What follows belongs to an exercise in optimizing a design on an open flow for small area, a short achievable clock period and few clock cycles; a production flow would make more cautious choices.
Where RTL was checked, it was by simulation tests only, not by an equivalence proof against the original.
For run 1, only the layout was checked, not whether the RTL still works.
Power figures rest on the tool's default switching activity, not on a simulated workload.

==> flow/design.v, too long to show whole: its modules and the start of the top module <==
// module milestone1: 786 lines
// module m1_fa: 4 lines
// module m1_ha: 4 lines
module milestone1 (
		input logic CLOCK_50_I,
		input logic resetn,
		output logic SRAM_we_n,
		output logic [17:0] SRAM_address,
		output logic [15:0] SRAM_write_data,
		input logic [15:0] SRAM_read_data,
		input logic M1_enable,
		output logic M1_finish
);
  // ...
==> flow/flow/run.sh <==
#!/bin/bash
# Standard layout, with repair_timing asked for extra setup margin so that the
# optimiser works on paths well inside the design's clock period.
# Each step's full output goes to a log file of its own in this folder.
set -euo pipefail
MARGIN=${MARGIN:-10.3}
bash standard.sh synth > synth.log 2>&1
bash standard.sh SETUP_SLACK_MARGIN=$MARGIN finish > layout.log 2>&1
==> flow/standard.sh <==
#!/bin/bash
# synth_recipe.tcl (not shown) runs the flow's synth.tcl, then flattens the netlist and writes it again
# the make line also repeats each setting of config.mk as NAME=value (left out here)
make -C /OpenROAD-flow-scripts/flow DESIGN_CONFIG=/design/flow/config.mk WORK_HOME=/design/flow/orfs CLKGATE_MAP_FILE= SYNTH_SCRIPT=/design/flow/synth_recipe.tcl "${@:-finish}"
==> flow/config.mk <==
export PLATFORM = sky130hd
export DESIGN_NAME = milestone1
export DESIGN_NICKNAME = milestone1
export VERILOG_FILES = /design/flow/design.v
export SDC_FILE = /design/flow/constraint.sdc
export NUM_CORES = 4
export LEC_CHECK = 0
export CAP_MARGIN = 20
export CORE_MARGIN = 2
export CORE_UTILIZATION = 40
export CTS_CLUSTER_DIAMETER = 100
export CTS_CLUSTER_SIZE = 25
export PLACE_DENSITY = 0.6
export SLEW_MARGIN = 20
export SYNTH_HIERARCHICAL = 1
export SYNTH_MINIMUM_KEEP_SIZE = 0
==> flow/constraint.sdc <==
create_clock -name core_clock -period 14.0 [get_ports {CLOCK_50_I}]
set_input_delay 2.8000 -clock core_clock [delete_from_list [all_inputs] [get_ports {CLOCK_50_I}]]
set_output_delay 2.8000 -clock core_clock [all_outputs]
set_load 0.01 [all_outputs]
==> impl_metrics.py, run 1 <==
metrics = {
    "floorplanning": {
        "die_h_um": 245,
        "die_w_um": 245,
        "floorplan.initialDensity": 0.403,
        "core_region_area_um2": 57500,
        "floorplan.io_pins": 55,
        "floorplan.rows": 88,
        "num_tap_cells": 765,
    },
    "power": {
        "power.sequential.total_mw": 1.14,
    },
    "cells_and_area": {
        "finalCoreUtilization": 0.443,
        "nNonClkBuffers": 102,
        "n_antenna_cell": 0,
        "drive_above_1_share": 0.111,
        "fraction_of_standard_cell_area_in_multi_input_logic": 0.506,
        "reg_top3": "qu (48), qv (48), ytr (23)",
    },
    "placed_design": {
        "postPlaceCellArea_um2": 24600,
        "buffer_ports.inserted": 54,
    },
    "drt": {
        "drtPass1Iterations": 6,
        "antenna_left": 0,
        "wire_per_inst_um": 18.8,
        "drt-met1-wl_mm": 24.2,
    },
    "logic_synthesis": {
        "synth_area_leader_cell": "sky130_fd_sc_hd__edfxtp_1",
        "number_of_flops_mapped_to_enable_cells_by_yosys": 146,
        "synth_top_flop_cell": "sky130_fd_sc_hd__dfxtp_1",
        "synth_cell_types": 68,
    },
    "cts": {
        "cts_setup_buffers": 0,
        "clk_latency_ps": 560,
        "numCtsBuffers": 20,
    },
    "setup_path": {
        "rr_worst_depth": 7,
        "cp_max_fo": 2,
        "worstSetupEndpointType": "output pin",
        "critical-path-top-delay-family": "flip-flops",
        "crit_path_cell_trace": "buf_2",
    },
    "worst_hold_path": {
        "hold_path_end": "qv[2][2]",
    },
    "status": {
        "outcome": "timing/DRC/antenna clean",
    },
    "global_routing": {
        "grt_pass1_wl_mm": 84.6,
        "groute.layer.met2.usage": 0.299,
    },
    "timing": {
        "whs_ps": 456,
    },
}
==> run 2: changes to the inputs <==
--- a/flow/design.v
+++ b/flow/design.v
@@ -9,18 +9,16 @@
 		input logic [15:0] SRAM_read_data,
 		input logic M1_enable,
 		output logic M1_finish
 );
 localparam logic [17:0] U_OFFSET = 18'd38400,
 	  V_OFFSET = 18'd57600,
 	  RGB_OFFSET = 18'd146944;
 logic        run;
-logic        we;                    
-assign SRAM_we_n = ~we;
 logic        p0, p1, p2, p3, p4;    
 logic        wr_ok;                 
 logic [7:0]  m;                     
 logic [15:0] yaddr;                 
 logic [17:0] waddr;
 logic        par;                   
 logic [14:0] uvw;                   
 assign par = yaddr[0];
@@ -748,40 +746,40 @@
 	tba <= tb_a[26:16]; tbb <= tb_b[26:16]; tbc <= tbl[16];
 	b0 <= cb;
 	SRAM_write_data <= p0 ? {cr, cg} : p1 ? {b0, cr} : {cg, cb};
 end
 always_ff @(posedge CLOCK_50_I or negedge resetn) begin
 	if (!resetn) begin
 		run <= 1'b0;
 		M1_finish <= 1'b0;
-		we <= 1'b0;
+		SRAM_we_n <= 1'b1;
 		p0 <= 1'b1; p1 <= 1'b0; p2 <= 1'b0; p3 <= 1'b0; p4 <= 1'b0;
 		wr_ok <= 1'b0;
 		m <= 8'd154;
 		yaddr <= 16'hFFFC;
 		waddr <= RGB_OFFSET;
 	end else if (run) begin
 		{p0, p1, p2, p3, p4} <= {p4, p0, p1, p2, p3};
 		if (p1) m <= m159 ? 8'd0 : m + 8'd1;
 		if (p4) begin
 			if (yaddr == 16'd1) wr_ok <= 1'b1;
 			yaddr <= yaddr + 16'd1;
 		end
-		we <= 1'b0;
+		SRAM_we_n <= 1'b1;
 		if ((p0 | p1 | p2) && wr_ok) begin
-			we <= 1'b1;
+			SRAM_we_n <= 1'b0;
 			waddr <= waddr + 18'd1;
 			if (p2 && waddr == 18'h3FFFF) begin
 				M1_finish <= 1'b1;
 				run <= 1'b0;
 			end
 		end
 	end else begin
-		we <= 1'b0;
+		SRAM_we_n <= 1'b1;
 		if (M1_enable && !M1_finish) run <= 1'b1;
 	end
 end
 always_ff @(posedge CLOCK_50_I) begin
 	if (p4) SRAM_address <= {2'b00, yaddr};
 	else if (p3) SRAM_address <= (par ? U_OFFSET : V_OFFSET) + {3'd0, uvw};
 	else SRAM_address <= waddr;
 end
==> flow/flow/run.sh (replaced) <==
#!/bin/bash
# Standard layout, with repair_timing asked for extra setup margin so that the
# optimiser works on paths well inside the design's clock period.
# Each step's full output goes to a log file of its own in this folder.
set -euo pipefail
MARGIN=${MARGIN:-10}
bash standard.sh synth > synth.log 2>&1
bash standard.sh SETUP_SLACK_MARGIN=$MARGIN finish > layout.log 2>&1
==> flow/config.mk (replaced) <==
export PLATFORM = sky130hd
export DESIGN_NAME = milestone1
export DESIGN_NICKNAME = milestone1
export VERILOG_FILES = /design/flow/design.v
export SDC_FILE = /design/flow/constraint.sdc
export NUM_CORES = 4
export LEC_CHECK = 0
export CAP_MARGIN = 20
export CORE_MARGIN = 2
export CORE_UTILIZATION = 40
export PLACE_DENSITY = 0.6
export SLEW_MARGIN = 20
export SYNTH_HIERARCHICAL = 1
export SYNTH_MINIMUM_KEEP_SIZE = 0
==> run 2 against run 1 <==
Still clean. Routed wire length is essentially flat. Worst setup slack lost 140 ps. Clock power grew 67%. Global-route usage grew 0.29 points. Power grew 24%. Critical path depth is the same. Critical endpoint is now SRAM_we_n. Largest cell class unchanged.
==> impl_metrics.py, run 2 <==
metrics = {
    "status": {
        "outcome": "timing/DRC/antenna clean",
    },
    "drt": {
        "antenna_left": 0,
        "drtPass1Iterations": 5,
        "wire_per_inst_um": 18.7,
        "dr_total_vias": 14400,
        "drtIter0Drc": 766,
        "wirelength_mm": 52.6,
        "drc_errors": 0,
        "vias_per_cell": 5.11,
    },
    "floorplanning": {
        "core_region_area_um2": 57600,
        "floorplan.initialDensity": 0.404,
        "die_w_um": 245,
        "floorplan.rows": 88,
        "floorplan.io_pins": 55,
        "die_h_um": 245,
        "die_area_um2": 60100,
    },
    "cts": {
        "cts_tree": "done",
        "max-clock-path-buffers": 3,
        "clk_latency_ps": 600,
        "clock-root-buffer": "sky130_fd_sc_hd__clkbuf_16",
        "clkTransAtPathRegs_ps": 60,
        "numCtsBuffers": 43,
        "cts_hold_repair_buffers": 0,
        "h-tree-depth": 2,
        "cts_sinks": 380,
    },
    "setup_path": {
        "cpMaxStageDelayCell": "sky130_fd_sc_hd__dfstp_2",
        "path_buf_inv": 1,
        "rr_worst_depth": 9,
        "critical-path-max-stage-delay_ps": 520,
        "path_class": "reg -> out",
        "setup.worst_path.start_class": "register",
        "worst_ep_required_time_ps": 11200,
        "critical-path-top-delay-family": "flip-flops",
        "worstSetupEndpointType": "output pin",
        "timing.critical_path.depth": 1,
        "cp.arrival_ps": 1210,
        "crit_path_cell_trace": "buf_6",
        "cp_max_fo": 1,
    },
    "power": {
        "vdd.ir_drop.worst_v": 0.000103,
        "power.leakage_nw": 10.9,
        "finalPower_mw": 2.27,
        "cellPowerDensity_nw_per_um2": 87.2,
    },
    "placed_design": {
        "buffer_ports.inserted": 54,
        "hpwl_after_detailed_placement_mm": 41.0,
        "gp_congestion": 0.884,
    },
    "logic_synthesis": {
        "number_of_flops_mapped_to_enable_cells_by_yosys": 146,
        "main_area_contributors_after_synthesis": "sky130_fd_sc_hd__edfxtp_1, sky130_fd_sc_hd__fa_1, sky130_fd_sc_hd__dfxtp_1",
        "ys_async_sr_fraction": 0.134,
        "synth_most_common_cell": "sky130_fd_sc_hd__fa_1",
        "synth_cell_types": 82,
        "synth_common_cells": "sky130_fd_sc_hd__fa_1, sky130_fd_sc_hd__ha_1, sky130_fd_sc_hd__inv_1",
        "synth_sequential_area_ratio": 0.402,
        "total_nets_after_synthesis": 2408,
        "yosys_register_bits": 380,
        "synth.avg_cell_area_um2": 11.9,
        "post-synth-top-area-fraction": 0.188,
        "postSynthCellCount": 1955,
        "yosys_warnings": 9,
        "synth_top_flop_cell": "sky130_fd_sc_hd__dfxtp_1",
        "post_synth_instance_area_um2": 23300,
        "synth_area_leader_cell": "sky130_fd_sc_hd__edfxtp_1",
    },
    "timing": {
        "fmaxAchievable_mhz": 250,
        "timing.final.crit_period_ps": 4010,
        "worst_clock_skew_on_the_final_layout_ps": 30.4,
        "tightestPinTransition_ps": 1090,
        "fin_crit_sh": 0.286,
        "report.final.hold_viol_count": 0,
        "rsz_0062_raised_after_global_routing": "true",
        "whs_ps": 434,
        "number_of_slew_limit_violations_in_the_final_report": 0,
        "finalSetupTns_ps": 0,
        "number_of_failing_setup_endpoints_in_the_final_timing_report": 0,
        "max-slew-margin-rel": 0.274,
    },
    "cells_and_area": {
        "drive_above_1_share": 0.0918,
        "reg_top3": "qu (48), qv (48), ytr (23)",
        "most-common-layout-cells": "sky130_fd_sc_hd__fa_1, sky130_fd_sc_hd__ha_1, sky130_fd_sc_hd__inv_1",
        "final_common_cell": "sky130_fd_sc_hd__fa_1",
        "nNetsFinal": 2465,
        "area_growth_pct": 11.8,
    },
    "global_routing": {
        "first_global_vias": 15600,
        "grt_antenna_before_repair": 4,
        "grt_pass1_wl_mm": 85.6,
        "globalRoute.totalOverflow": 0,
        "grt_start_max_net_pins": 75,
        "grt.total_usage": 0.182,
    },
    "job": {
        "max_cap_check_violation_count": 0,
    },
    "worst_hold_path": {
        "holdCritPathClass": "reg -> reg",
        "worstHoldPathCells": 0,
    },
}
==> run 2: area by class of cell <==
cell class | instances | area [µm²]
antenna | 1 | 2.50
clock buffer | 56 | 1190
clock inverter | 24 | 214
fill | 5243 | 31500
inverter | 208 | 781
multi-input combinational | 1315 | 12900
sequential | 380 | 9370
tap | 765 | 957
timing repair buffer | 64 | 592
==> run 2: cells by family after synthesis <==
logic type | after synthesis | share of synthesized area
multiplexers | 85 | 0.0470
AND/OR/NAND/NOR | 369 | 0.0751
flip-flops | 380 | 0.402
adder cells (fa/ha/maj) | 434 | 0.304
XOR/XNOR | 107 | 0.0406
buffers and inverters | 260 | 0.0428
AO/OA/AOI/OAI | 320 | 0.0887
==> run 2: metrics by stage <==
stage               worst slack [ps]   util  std cells  area (µm²)
CTS                             9810  0.452       2812       26000
global placement               10080  0.428       2731       24600
global route                    9960  0.452       2812       26000
finish                          9990  0.452       2813       26000
detailed placement             10010  0.428       2731       24600
floorplan                      10150      -       1955       23300
==> run 2: per-layer routing <==
| metal | part of all wire | track usage | up-vias |
|---|---|---|---|
| li1 | - | - | 6842 |
| met1 | 0.44 | 0.229 | 7122 |
| met2 | 0.49 | 0.317 | 306 |
| met3 | 0.040 | 0.0288 | 102 |
| met4 | 0.032 | 0.0658 | 2 |
| met5 | 0.00025 | 0 | - |
==> run 2: power breakdown <==
group	switching, mW	total, mW	leakage [nW]	internal [mW]
combinational	0.00504	0.0104	6.74	0.00532
clock	0.474	1.12	0.687	0.642
sequential	0.0000000000000000505	1.14	3.45	1.14
==> run 2: worst paths after layout <==
check | startpoint | to | slack, ps
max reg2reg | pvr[3] | tgc | 10240
min reg2reg | qv[3][6] | qv[2][6] | 430
max | SRAM_we_n | SRAM_we_n | 9990
min | qv[3][6] | qv[2][6] | 430
max in group asynchronous | resetn | p1 | 11180
min in group asynchronous | resetn | waddr[7] | 2310
==> run 2: modules after synthesis (local to each module, per instance) <==
module	times used	flops+latches
milestone1	1	380
m1_ha	43	0
m1_fa	207	0
==> run 2: what timing repair did <==
item	CTS	global route
hold endpoints to repair	0	0
buffers inserted	1	0
setup endpoints to repair	37	7
gates resized for setup	48	14
Testbench counts of run 2, summed over its fixed seeds: cycles 1,536,240.

[re-timing with driven ports]
In the flow no input, the clock included, has a driving cell. The finished layouts below were timed again as built, in two steps. Step 1 assumes that a clkbuf_16 drives the clock port and a buf_2 every other input. Step 2, shift: input delay + t, output delay - t, t = (earliest + latest rising clock arrival at the registers) / 2. This alone moves slack from input paths to output paths. Three values: ideal, step 1, step 2; two values: the first two.
run	t, ns	slack for setup (ns)	worst hold slack (ns)
run 1	0.598	10.131 / 10.076 / 10.209	0.456 / 0.456 / 0.456
run 2	0.639	9.993 / 9.933 / 10.172	0.434 / 0.434 / 0.434
After both steps setup and hold are still met in every run listed.
